Context: an optimization exercise on an open-source flow, tuned for small area and a short achievable clock period. The choices shown serve that exercise and are no tape-out recipe.
The RTL was checked by simulation tests, not by an equivalence proof against the original design.
Power is estimated from default activity; no workload was simulated.

==> run a: inputs <==
// Convolution_with_pipeline
module Convolution_with_pipeline(clk, rst_n, in_valid, weight_valid, In_IFM_1, In_IFM_2, In_IFM_3, In_IFM_4, In_IFM_5, In_IFM_6, In_IFM_7, In_IFM_8, In_IFM_9, In_Weight_1, In_Weight_2, In_Weight_3, In_Weight_4, In_Weight_5, In_Weight_6, In_Weight_7, In_Weight_8, In_Weight_9, out_valid, Out_OFM);
clock: 5.0 ns
lec_check: 0
cap_margin: 20
core_margin: 2
core_utilization: 60
place_density: 0.75
setup_slack_margin: 2.0
slew_margin: 20
synth_hierarchical: 1
standard.sh (not shown) runs the stock make flow with config.mk's settings and CLKGATE_MAP_FILE= SYNTH_SCRIPT=/design/flow/synth_recipe.tcl, a recipe that flattens the netlist after the stock synthesis.
==> flow/flow/run.sh <==
#!/bin/bash
# The standard layout, with plain buffers on the ports instead of the
# delay cells buffer_ports picks by default. Each tool's log stays in orfs/logs;
# make's own output goes to standard.log.
set -euo pipefail
export BUFFER_PORTS_ARGS="-buffer_cell sky130_fd_sc_hd__buf_2"
export CTS_ARGS="-sink_clustering_enable -repair_clock_nets -dont_use_dummy_load -sink_clustering_size 20 -sink_clustering_max_diameter 100"
bash standard.sh > standard.log 2>&1
==> run b (differences from run a) <==
--- a/flow/flow/run.sh
+++ b/flow/flow/run.sh
@@ -6,3 +6,3 @@
 export BUFFER_PORTS_ARGS="-buffer_cell sky130_fd_sc_hd__buf_2"
-export CTS_ARGS="-sink_clustering_enable -repair_clock_nets -dont_use_dummy_load -sink_clustering_size 20 -sink_clustering_max_diameter 100"
+export CTS_ARGS="-sink_clustering_enable -repair_clock_nets -dont_use_dummy_load -sink_clustering_size 12 -sink_clustering_max_diameter 60 -buf_list sky130_fd_sc_hd__clkbuf_8"
 bash standard.sh > standard.log 2>&1
SETUP_SLACK_MARGIN = 2.05   (was 2.0)
==> run c (differences from run a) <==
--- a/flow/flow/run.sh
+++ b/flow/flow/run.sh
@@ -6,3 +6,2 @@
 export BUFFER_PORTS_ARGS="-buffer_cell sky130_fd_sc_hd__buf_2"
-export CTS_ARGS="-sink_clustering_enable -repair_clock_nets -dont_use_dummy_load -sink_clustering_size 20 -sink_clustering_max_diameter 100"
 bash standard.sh > standard.log 2>&1
ABC_CLOCK_PERIOD_IN_PS = 2000   (was not set)
CORE_UTILIZATION = 40   (was 60)
PLACE_DENSITY = not set   (was 0.75)
SETUP_SLACK_MARGIN = 2.1   (was 2.0)
==> summary of the runs <==
- Critical path depth is the same in run a and run b.
- Of run a and run c, run c has the higher design area (gap 7.3%, measured against run c).
- Hold slack: run c is lower than run a (0.037 ns).
- The highest routed wire length belongs to run c, the lowest to run a.
- Between run c and run a, the lower die area is in run a (gap 49%, measured against run a).
- Combinational power is about the same in run c and run a.
- Synthesized cell count is the same in run c and run a.
==> figures <==
                                                                                        run b                       run a                       run c
Run status                                                           timing/DRC/antenna clean    timing/DRC/antenna clean    timing/DRC/antenna clean
Worst Path Required                                                                   5.43 ns                     5.41 ns                     5.44 ns
Crit path setup slack, layout                                                         2.07 ns                     2.02 ns                     2.06 ns
Number of diodes                                                                            0                           0                           1
Fmax                                                                                  341 MHz                     336 MHz                     341 MHz
Startpoint-to-endpoint class of the critical path                                     reg2reg                     reg2reg                      in2reg
Clock Power                                                                           1.52 mW                     1.54 mW                     2.93 mW
Source of the worst register-to-register timing path                           r1[70]$_DFF_P_              r1[69]$_DFF_P_              r1[51]$_DFF_P_
CTS Root Buffer Type                                                sky130_fd_sc_hd__clkbuf_8  sky130_fd_sc_hd__clkbuf_16  sky130_fd_sc_hd__clkbuf_16
Number of buffer and inverter instances along the worst setup path                          0                           0                           2
Non-Filler Instances                                                                     2298                        2279                        2603
Pin count of the biggest net entering global routing                                       16                          21                          14
Post-Route Utilization                                                                  68.8%                       68.7%                       48.9%
Area grow syn2layout                                                                    12.4%                       12.1%                       20.9%
Overall global routing resource usage                                                   35.8%                       35.7%                       26.5%
Leakage component of the power                                                        8.92 nW                     8.88 nW                     9.54 nW

---

==> job 4857: inputs <==
Convolution_with_pipeline again, from the RTL that the note above started with.
clock: 5.0 ns
lec_check: 0
cap_margin: 20
core_margin: 2
core_utilization: 60
place_density: 0.75
setup_slack_margin: 2.1
slew_margin: 20
synth_hierarchical: 1
==> flow/flow/run.sh <==
#!/bin/bash
# The standard layout, with plain buffers on the ports instead of the
# delay cells buffer_ports picks by default. Each tool's log stays in orfs/logs;
# make's own output goes to standard.log.
set -euo pipefail
export BUFFER_PORTS_ARGS="-buffer_cell sky130_fd_sc_hd__buf_1"
export CTS_ARGS="-sink_clustering_enable -repair_clock_nets -dont_use_dummy_load -sink_clustering_size 20 -sink_clustering_max_diameter 100"
bash standard.sh > standard.log 2>&1
==> job 3046: changes against job 4857 <==
==> flow/flow/run.sh (replaced) <==
#!/bin/bash
# The standard layout, with plain buffers on the ports instead of the
# delay cells buffer_ports picks by default. Each tool's log stays in orfs/logs;
# make's own output goes to standard.log.
set -euo pipefail
export BUFFER_PORTS_ARGS="-buffer_cell sky130_fd_sc_hd__buf_2"
export CTS_ARGS="-sink_clustering_enable -repair_clock_nets -dont_use_dummy_load -sink_clustering_size 12 -sink_clustering_max_diameter 60 -buf_list sky130_fd_sc_hd__clkbuf_8"
bash standard.sh > standard.log 2>&1
Settings changed: CORE_UTILIZATION 60 to 65, PLACE_DENSITY 0.75 to 0.8, SETUP_SLACK_MARGIN 2.1 to 2.0.
==> job 621: changes against job 4857 <==
==> flow/flow/run.sh (replaced) <==
#!/bin/bash
# The standard layout, with plain buffers on the ports instead of the
# delay cells buffer_ports picks by default. Each tool's log stays in orfs/logs;
# make's own output goes to standard.log.
set -euo pipefail
export BUFFER_PORTS_ARGS="-buffer_cell sky130_fd_sc_hd__buf_2"
export CTS_ARGS="-sink_clustering_enable -repair_clock_nets -dont_use_dummy_load -sink_clustering_size 12 -sink_clustering_max_diameter 60 -buf_list sky130_fd_sc_hd__clkbuf_8"
bash standard.sh > standard.log 2>&1
Settings changed: SETUP_SLACK_MARGIN 2.1 to 2.0, TNS_END_PERCENT set to 5.
==> summary of the runs <==
The lowest clock-buffer cell count belongs to job 4857, the highest to job 621. Clock skew, highest first: job 621, job 3046, job 4857. Between job 3046 and job 621, the lower non-clock buffer count is in job 621 (gap 7). Final area, lowest first: job 621, job 3046, job 4857.

## afterwards: timing with drivers on the ports
The flow's constraints put no driver on any port. The routed layouts listed below were extracted and timed again, unchanged, in two steps. Step 1: set_driving_cell puts a clkbuf_16 on clk and a buf_2 on each other input, an assumption about the parent block. Step 2 adds t to the input delays and takes it off the output delays; t is the mean of the earliest and latest rising clock arrival at the registers after step 1. Input paths then give back, and output paths get back, about the clock's delay inside the block. Three values: ideal ports, drivers, drivers and shift; two values: the first two.
| run | shift t [ns] | setup slack, ns | slew at the worst register clock pin (ns) |
|---|---|---|---|
| run a | 0.579 | 2.022 / 1.906 / 1.328 | 0.10 / 0.10 |
| run b | 0.619 | 2.066 / 1.942 / 1.323 | 0.09 / 0.09 |
| run c | 0.615 | 2.064 / 1.880 / 1.265 | 0.07 / 0.07 |
| job 4857 | 0.577 | 1.910 / 1.653 / 1.076 | 0.10 / 0.10 |
| job 3046 | 0.587 | 1.982 / 1.921 / 1.335 | 0.09 / 0.09 |
| job 621 | 0.639 | 1.940 / 1.907 / 1.268 | 0.08 / 0.08 |
After both steps every run listed still meets setup and hold. For job 4857, which loses most, drivers alone change the setup slack by -0.257 ns; drivers and shift together by -0.834 ns.
